Source: an optimization exercise on an open RTL-to-GDS flow (aim: small area and a short achievable clock period). Production flows keep margins and buffers that such runs may drop. At most, simulation tests tie the RTL to the original design; equivalence was not proved. Power figures rest on the tool's default switching activity, not on a simulated workload.

==> flow/design.v (excerpt) <==
module ARMSIM(
	input CLOCK_50, rst, fu_EN,
	output[31:0] imem_addr,
	input[31:0] imem_data,
	output dmem_r_en, dmem_w_en,
	output[31:0] dmem_addr, dmem_wdata,
	input[31:0] dmem_rdata,
	output wb_en,
	output[3:0] wb_dest,
	output[31:0] wb_data
);
==> flow/config.mk <==
export PLATFORM = sky130hd
export DESIGN_NAME = ARMSIM
export DESIGN_NICKNAME = ARMSIM
export VERILOG_FILES = /design/flow/design.v
export SDC_FILE = /design/flow/constraint.sdc
export NUM_CORES = 4
export LEC_CHECK = 0
export CAP_MARGIN = 75
export CORE_MARGIN = 2
export CORE_UTILIZATION = 40
export SETUP_SLACK_MARGIN = 0.5
export SLEW_MARGIN = 75
==> flow/constraint.sdc <==
create_clock -name core_clock -period 25.0 [get_ports {CLOCK_50}]
set_input_delay 5.0000 -clock core_clock [delete_from_list [all_inputs] [get_ports {CLOCK_50}]]
set_output_delay 5.0000 -clock core_clock [all_outputs]
set_load 0.01 [all_outputs]
standard.sh (not shown) runs the stock make flow with config.mk's settings and CLKGATE_MAP_FILE= SYNTH_SCRIPT=/design/flow/synth_recipe.tcl, a recipe that flattens the netlist after the stock synthesis.
==> flow/flow/run.sh <==
#!/bin/bash
# The standard layout with two changes after the standard synthesis:
# the ports get plain buffers (buf_2), and the delay cells are kept out of
# the buffering that placement and repair do (they are slow buffers).
set -euo pipefail
bash standard.sh synth > synth.log 2>&1
export BUFFER_PORTS_ARGS="-buffer_cell sky130_fd_sc_hd__buf_2"
export DONT_USE_CELLS="sky130_fd_sc_hd__clkdlybuf4s15_1 sky130_fd_sc_hd__clkdlybuf4s15_2 sky130_fd_sc_hd__clkdlybuf4s18_1 sky130_fd_sc_hd__clkdlybuf4s18_2 sky130_fd_sc_hd__clkdlybuf4s25_1 sky130_fd_sc_hd__clkdlybuf4s25_2 sky130_fd_sc_hd__clkdlybuf4s50_1 sky130_fd_sc_hd__clkdlybuf4s50_2 sky130_fd_sc_hd__dlygate4sd1_1 sky130_fd_sc_hd__dlygate4sd2_1 sky130_fd_sc_hd__dlygate4sd3_1 sky130_fd_sc_hd__dlymetal6s2s_1 sky130_fd_sc_hd__dlymetal6s4s_1 sky130_fd_sc_hd__dlymetal6s6s_1"
bash standard.sh > layout.log 2>&1
Edit:
--- a/flow/config.mk
+++ b/flow/config.mk
@@ -6,7 +6,9 @@
 export NUM_CORES = 4
 export LEC_CHECK = 0
+export ABC_AREA = 1
 export CAP_MARGIN = 75
 export CORE_MARGIN = 2
 export CORE_UTILIZATION = 40
+export CTS_BUF_LIST = sky130_fd_sc_hd__clkbuf_8
 export SETUP_SLACK_MARGIN = 0.5
 export SLEW_MARGIN = 75
Count of clock-buffer cells in the layout went up by 47.
Via count goes up by 7.9%.
Design area fell by 1.8%.
No run of this note included a check of the RTL's function; only the layout flow was run.

Setup of run 1:
Another version of the RTL of ARMSIM (not shown whole).
For scale: roughly 4,900 cells after synthesis, ~840 flip-flops, about 0.043 mm^2 of cells after synthesis.
clock: 25.0 ns
lec_check: 0
abc_area: 1
cap_margin: 75
core_margin: 2
core_utilization: 50
cts_cluster_diameter: 80
cts_cluster_size: 24
place_density: 0.72
setup_slack_margin: 0.5
slew_margin: 75
Scripts as last shown in full above: flow/flow/run.sh
Run 1 ended with every stage complete and zero timing, DRC or antenna violations.
> inputs changed (run 1 -> run 2)
- clearing PLACE_DENSITY, which used to be 0.72
## What came out
Run 2 | status: complete | timing, DRC, antenna: pass. Compared with run 1, run 2 shows routed length on met1 that has gone up by more than 10%. Diff run 1 -> run 2: total of plain and repair buffers excluding clock buffers +7, met3 routing resource usage after global routing shows a reduction of 1.3 points, routed via count lower. There was hardly any difference in number of ports placed on the die boundary between run 2 and run 1. Run 2 gives more power than run 1 did. Diff run 2..run 1 | count of flip-flops with a built-in enable after synthesis | unchanged. Routed wire length grows by a little under 10% when moving from run 1 to run 2.
Input changes introduced in run 3 (baseline for comparison: run 2):
- CAP_MARGIN now 85, was 75
- SLEW_MARGIN now 85, was 75
Notes after the runs:
Run 3 completed every stage of the flow, and the final layout passed the timing, design-rule and antenna checks. Delta (run 3 minus run 2): clock power went down 3.8%; wire length of the first global-routing pass went up about 5%; initial antenna violation count went down 1.
--- input diff run 3..run 4 ---
- swapping 85 for 65 in SLEW_MARGIN
- putting PLACE_DENSITY at 0.72 where nothing was set
- swapping 85 for 65 in CAP_MARGIN
Findings:
The post-CTS clock slew at the launch and capture registers of the worst setup and hold paths was comparable across run 3 and run 4. The clock distribution area overhead in the final layout of run 4 exceeds that of run 3 by 0.87 points. Wire length is higher on run 3. Relative to run 3, the total CTS buffers of run 4 is higher by 2. Cmp run 4 vs run 3: number of vias after detailed routing lower in run 4. On number of detailed-route iterations in the first pass, the lower figure sits with run 3, not run 4.

ARMSIM, a different RTL version from the one above (not shown whole).
For scale: ~850 flip-flops, roughly 0.043 mm^2 of cells after synthesis.
Settings: LEC_CHECK=0, ABC_AREA=1, CAP_MARGIN=55, CORE_MARGIN=2, CORE_UTILIZATION=50, CTS_CLUSTER_DIAMETER=80, CTS_CLUSTER_SIZE=24, PLACE_DENSITY=0.72, SETUP_SLACK_MARGIN=0.5, SLEW_MARGIN=55; clock period 25.0 ns.
Scripts as last shown in full above: flow/flow/run.sh
Next try:
- CAP_MARGIN: 55 -> 75
- SLEW_MARGIN: 55 -> 75
Effect:
- register-to-register slack gains 0.10 ns
- cell count climbs by 0.92%
- cell area climbs by 4.3%
Next try:
- CAP_MARGIN: 75 -> 65
- SLEW_MARGIN: 75 -> 65
The new run completed with no timing, DRC or antenna violations. Register-to-register slack stays flat. Synthesized cell count does not change. Area after synthesis does not change. Routed wire length goes down by 0.93%. Global-route usage went down by 0.41 points. Design area shrinks by 3.2%.
Next try:
- CORE_UTILIZATION: 50 -> 55
=> The new run completed without violations. Via count climbs by about 0.9%. Clock-buffer cell count drops by 4. Wire length climbs by about 0.8%. Non-clock buffer count climbs by 7. Power drops by about 1.4%. Final area hardly moves. Sequential share of layout area stays flat. Register-to-register slack degrades by 0.09 ns.
Next try:
- CORE_UTILIZATION: 55 -> 50
- PLACE_DENSITY: 0.72 -> 0.8
After rerunning:
- The new run passed the timing, design-rule and antenna checks
- power stays flat
- combinational power hardly moves
- wire length came out lower slightly

The RTL this note starts from:
==> flow/design.v <==
module ARMSIM(
	input CLOCK_50, rst, fu_EN,
	output[31:0] imem_addr,
	input[31:0] imem_data,
	output dmem_r_en, dmem_w_en,
	output[31:0] dmem_addr, dmem_wdata,
	input[31:0] dmem_rdata,
	output wb_en,
	output[3:0] wb_dest,
	output[31:0] wb_data
);
	wire clk = CLOCK_50;
	function cond_ok;
		input [3:0] c;
		input [3:0] f;  
		begin
			case (c)
				4'b0000: cond_ok = f[2];
				4'b0001: cond_ok = ~f[2];
				4'b0010: cond_ok = f[1];
				4'b0011: cond_ok = ~f[1];
				4'b0100: cond_ok = f[3];
				4'b0101: cond_ok = ~f[3];
				4'b0110: cond_ok = f[0];
				4'b0111: cond_ok = ~f[0];
				4'b1000: cond_ok = f[1] & ~f[2];
				4'b1001: cond_ok = ~f[1] & f[2];
				4'b1010: cond_ok = f[3] == f[0];
				4'b1011: cond_ok = f[3] != f[0];
				4'b1100: cond_ok = ~f[2] & (f[3] == f[0]);
				4'b1101: cond_ok = ~f[2] | (f[3] != f[0]);
				default: cond_ok = 1'b1;
			endcase
		end
	endfunction
	reg [31:0] pc;
	reg [31:0] f_ins;           
	reg fu_r;                   
	reg [3:0] sr;               
	reg x_wb, x_mr, x_mw, x_br, x_s;    
	reg [3:0] x_cond, x_dest;
	reg [31:0] x_a;             
	reg [31:0] x_bv;            
	reg [11:0] x_so;
	reg x_los, x_immdp;
	reg x_arith, x_inv, x_cinc, x_cin1;
	reg [3:0] x_tt;             
	reg x_fa_mem, x_fb_mem;
	reg x_nh;                   
	reg m_wb, m_mr, m_mw;
	reg [3:0] m_dest;
	reg [31:0] m_alu, m_st;
	reg w_wb;
	reg [3:0] w_dest;
	reg [31:0] w_val;
	reg [31:0] rf [0:15];
	reg [15:0] rv;
	wire x_ok = cond_ok(x_cond, sr) & x_nh;
	wire e_wb = x_wb & x_ok;
	wire e_mr = x_mr & x_ok;
	wire e_mw = x_mw & x_ok;
	wire e_br = x_br & x_ok;
	wire e_s  = x_s & x_ok;
	wire [31:0] opa = x_fa_mem ? m_alu : x_a;
	wire [31:0] opb = x_fb_mem ? m_alu : x_bv;
	reg [31:0] shifted;
	always @(*) begin
		case (x_so[6:5])
			2'b00: shifted = opb << x_so[11:7];
			2'b11: shifted = {opb[0], opb[30:0]};
			default: shifted = opb >> x_so[11:7];
		endcase
	end
	wire [31:0] val2 = x_los ? {20'b0, x_so} : x_immdp ? x_bv : shifted;
	wire [31:0] b2 = x_inv ? ~val2 : val2;
	wire cin = x_cin1 | (x_cinc & sr[1]);
	wire [32:0] sum = {1'b0, opa} + {1'b0, b2} + {32'b0, cin};
	reg [31:0] lres;
	integer k;
	always @(*) begin
		for (k = 0; k < 32; k = k + 1)
			lres[k] = x_tt[{opa[k], val2[k]}];
	end
	wire [31:0] alu = x_arith ? sum[31:0] : lres;
	wire f_n = alu[31];
	wire z_arith = &(~(opa ^ b2 ^ {opa[30:0] | b2[30:0], cin}));
	wire f_z = x_arith ? z_arith : (lres == 32'b0);
	wire f_c = x_arith & (sum[32] ^ x_inv);
	wire f_v = x_arith & ~(opa[31] ^ b2[31]) & (opa[31] ^ sum[31]);
	wire [3:0] flags = {f_n, f_z, f_c, f_v};
	wire [31:0] ins = f_ins;
	wire [1:0] mode = ins[27:26];
	wire [3:0] op = ins[24:21];
	wire i_s = ins[20];
	wire i_imm = ins[25];
	wire [3:0] src1 = ins[19:16];
	wire is_ls = (op == 4'b0100) && (mode == 2'b01);
	wire [3:0] src2 = is_ls ? ins[15:12] : (!i_imm && !ins[4]) ? ins[3:0] : 4'b0;
	wire dp = (mode == 2'b00);
	reg d_wbop;
	always @(*) begin
		case (op)
			4'b1101, 4'b1111, 4'b0100, 4'b0101, 4'b0010, 4'b0110,
			4'b0000, 4'b1100, 4'b0001: d_wbop = 1'b1;
			default: d_wbop = 1'b0;
		endcase
	end
	wire d_wb = (dp & d_wbop) | (is_ls & i_s);
	wire d_mr = is_ls & i_s;
	wire d_mw = is_ls & ~i_s;
	wire d_br = (mode == 2'b10) && (op == 4'b0111);
	wire d_s  = dp & i_s;
	reg d_arith, d_inv, d_cinc, d_cin1;
	reg [3:0] d_tt;
	always @(*) begin
		d_arith = 1'b0; d_inv = 1'b0; d_cinc = 1'b0; d_cin1 = 1'b0;
		d_tt = 4'b1000;  
		if (dp) begin
			case (op)
				4'b1101: d_tt = 4'b1010;                   
				4'b1111: d_tt = 4'b0101;                   
				4'b0100: d_arith = 1'b1;                   
				4'b0101: begin d_arith = 1'b1; d_cinc = 1'b1; end  
				4'b0010, 4'b1010: begin d_arith = 1'b1; d_inv = 1'b1; d_cin1 = 1'b1; end  
				4'b0110: begin d_arith = 1'b1; d_inv = 1'b1; d_cinc = 1'b1; end  
				4'b1100: d_tt = 4'b1110;                   
				4'b0001: d_tt = 4'b0110;                   
				default: d_tt = 4'b1000;                   
			endcase
		end else begin
			d_arith = 1'b1;  
		end
	end
	wire [31:0] rf1 = rv[src1] ? rf[src1] : {28'b0, src1};
	wire [31:0] rf2 = rv[src2] ? rf[src2] : {28'b0, src2};
	wire [31:0] rd1 = (w_wb && w_dest == src1) ? w_val : rf1;
	wire [31:0] rd2 = (w_wb && w_dest == src2) ? w_val : rf2;
	wire [31:0] wbv_n = m_mr ? dmem_rdata : m_alu;   
	wire d_immdp = i_imm & ~is_ls;
	wire [63:0] rot2 = {24'b0, ins[7:0], 24'b0, ins[7:0]} >> {ins[11:8], 1'b0};
	wire [31:0] target = pc + {{8{ins[23]}}, ins[23:0]};
	wire x_wb_e = e_wb;
	wire fa_wb_n  = fu_r & m_wb & (m_dest == src1);
	wire fa_mem_n = fu_r & x_wb_e & (x_dest == src1) & ~fa_wb_n;
	wire fb_wb_n  = fu_r & ~d_immdp & m_wb & (m_dest == src2);
	wire fb_mem_n = fu_r & ~d_immdp & x_wb_e & (x_dest == src2) & ~fb_wb_n;
	wire d_ok_late = cond_ok(ins[31:28], e_s ? flags : sr);
	wire ex1 = (x_dest == src1), ex2 = (x_dest == src2);
	wire me1 = (m_dest == src1), me2 = (m_dest == src2);
	wire haz_early = fu_r ? (e_mr & (ex1 | ex2))
	                      : ((x_wb_e & (ex1 | (~i_imm & ex2))) | (m_wb & (me1 | (~i_imm & me2))));
	wire haz_k = ~fu_r & i_imm & d_mw & ((x_wb_e & ex2) | (m_wb & me2));
	wire hazard = haz_early | (haz_k & d_ok_late);
	always @(posedge clk) begin
		fu_r <= fu_EN;
		if (rst) begin
			pc <= 32'b0;
			f_ins <= 32'b0;
		end else if (!hazard) begin
			pc <= e_br ? x_a : pc + 32'd1;
			f_ins <= e_br ? 32'b0 : imem_data;
		end
		if (rst)
			sr <= 4'b0;
		else if (e_s)
			sr <= flags;
		if (rst || e_br)
			{x_wb, x_mr, x_mw, x_br, x_s} <= 5'b0;
		else
			{x_wb, x_mr, x_mw, x_br, x_s} <= {d_wb, d_mr, d_mw, d_br, d_s};
		x_cond <= ins[31:28];
		x_dest <= ins[15:12];
		x_a <= d_br ? target : fa_wb_n ? wbv_n : rd1;
		x_bv <= d_immdp ? rot2[31:0] : fb_wb_n ? wbv_n : rd2;
		x_so <= ins[11:0];
		x_los <= is_ls;
		x_immdp <= d_immdp;
		{x_arith, x_inv, x_cinc, x_cin1} <= {d_arith, d_inv, d_cinc, d_cin1};
		x_tt <= d_tt;
		{x_fa_mem, x_fb_mem} <= {fa_mem_n, fb_mem_n};
		x_nh <= ~hazard;
		if (rst)
			{m_wb, m_mr, m_mw} <= 3'b0;
		else
			{m_wb, m_mr, m_mw} <= {e_wb, e_mr, e_mw};
		m_dest <= x_dest;
		m_alu <= alu;
		m_st <= opb;
		w_wb <= rst ? 1'b0 : m_wb;
		w_dest <= m_dest;
		w_val <= wbv_n;
		if (rst)
			rv <= 16'b0;
		else if (w_wb)
			rv[w_dest] <= 1'b1;
		if (w_wb)
			rf[w_dest] <= w_val;
	end
	assign imem_addr = pc;
	assign dmem_r_en = m_mr;
	assign dmem_w_en = m_mw;
	assign dmem_addr = m_alu;
	assign dmem_wdata = m_st;
	assign wb_en = w_wb;
	assign wb_dest = w_dest;
	assign wb_data = w_val;
endmodule
Settings: LEC_CHECK=0, CAP_MARGIN=20, CORE_MARGIN=2, CORE_UTILIZATION=40, SETUP_SLACK_MARGIN=0.5, SLEW_MARGIN=20; clock period 25.0 ns.
run.sh (not shown) runs the stock make flow with config.mk's settings and CLKGATE_MAP_FILE= SYNTH_SCRIPT=/design/flow/synth_recipe.tcl, a recipe that flattens the netlist after the stock synthesis.
Stock flow here: none of the scripts above is used.
The first run ran to the end with no violations.
Next try:
Settings changed: ABC_AREA from default to 1.
Sequential power climbs by a few percent.
Total power goes up by roughly a tenth.
Sequential share of layout area is higher by 0.77 points.
Wire length goes down slightly.
Setup slack is better by 1900 ps.
Die area came out lower by a few percent.
Cell area shrinks slightly.
Hold slack is worse by 5.2 ps.
Clock skew is higher by 6.7 ps.
Cell count went up by about a fifth.
No functional check of the RTL was part of any run of this note.

separate check: timing with driven ports:
Ports are ideal in the flow. The routed layouts listed here were re-timed in OpenROAD.
Step 1, drivers: a clkbuf_16 drives CLOCK_50 and a buf_2 each remaining input, both assumed.
Step 2 times the ports against the registers' clock, not the clock port: input delays grow and output delays shrink by t, the midpoint of the rising clock arrivals with the driver on.
a / b / c = ideal / step 1 / step 2; a / b = the first two.
run | shift t [ns] | setup slack, ns | hold WS [ns] | slew at the worst register clock pin (ns) | worst slew at a driven data input, ns
the first run of note 1 | 0.744 | 16.810 / 16.810 / 16.810 | 0.357 / 0.357 / 0.357 | 0.07 / 0.07 | 0.04
the second run of note 1 | 0.944 | 18.308 / 18.229 / 18.310 | 0.356 / 0.356 / 0.356 | 0.07 / 0.07 | 0.04
run 1 | 0.732 | 18.517 / 18.448 / 18.595 | 0.352 / 0.352 / 0.352 | 0.10 / 0.10 | 0.11
run 2 | 0.748 | 18.451 / 18.446 / 18.451 | 0.350 / 0.350 / 0.350 | 0.10 / 0.10 | 0.04
run 3 | 0.748 | 14.956 / 14.956 / 14.956 | 0.362 / 0.362 / 0.362 | 0.11 / 0.11 | 0.05
run 4 | 0.728 | 17.854 / 17.854 / 17.854 | 0.351 / 0.351 / 0.351 | 0.10 / 0.10 | 0.10
the first run of note 3 | 0.728 | 18.356 / 18.290 / 18.506 | 0.340 / 0.340 / 0.340 | 0.10 / 0.10 | 0.05
the second run of note 3 | 0.726 | 18.551 / 18.484 / 18.608 | 0.341 / 0.341 / 0.341 | 0.10 / 0.10 | 0.06
the third run of note 3 | 0.727 | 18.455 / 18.389 / 18.606 | 0.351 / 0.351 / 0.351 | 0.11 / 0.11 | 0.05
the fourth run of note 3 | 0.716 | 18.430 / 18.358 / 18.518 | 0.347 / 0.347 / 0.347 | 0.10 / 0.10 | 0.04
the fifth run of note 3 | 0.720 | 18.477 / 18.409 / 18.512 | 0.349 / 0.349 / 0.349 | 0.10 / 0.10 | 0.05
the first run of note 4 | 0.741 | 15.182 / 15.182 / 15.182 | 0.397 / 0.397 / 0.397 | 0.07 / 0.07 | 0.07
the second run of note 4 | 0.780 | 17.084 / 17.084 / 17.084 | 0.392 / 0.392 / 0.392 | 0.07 / 0.07 | 0.06
After both steps setup and hold are still met in every run listed.
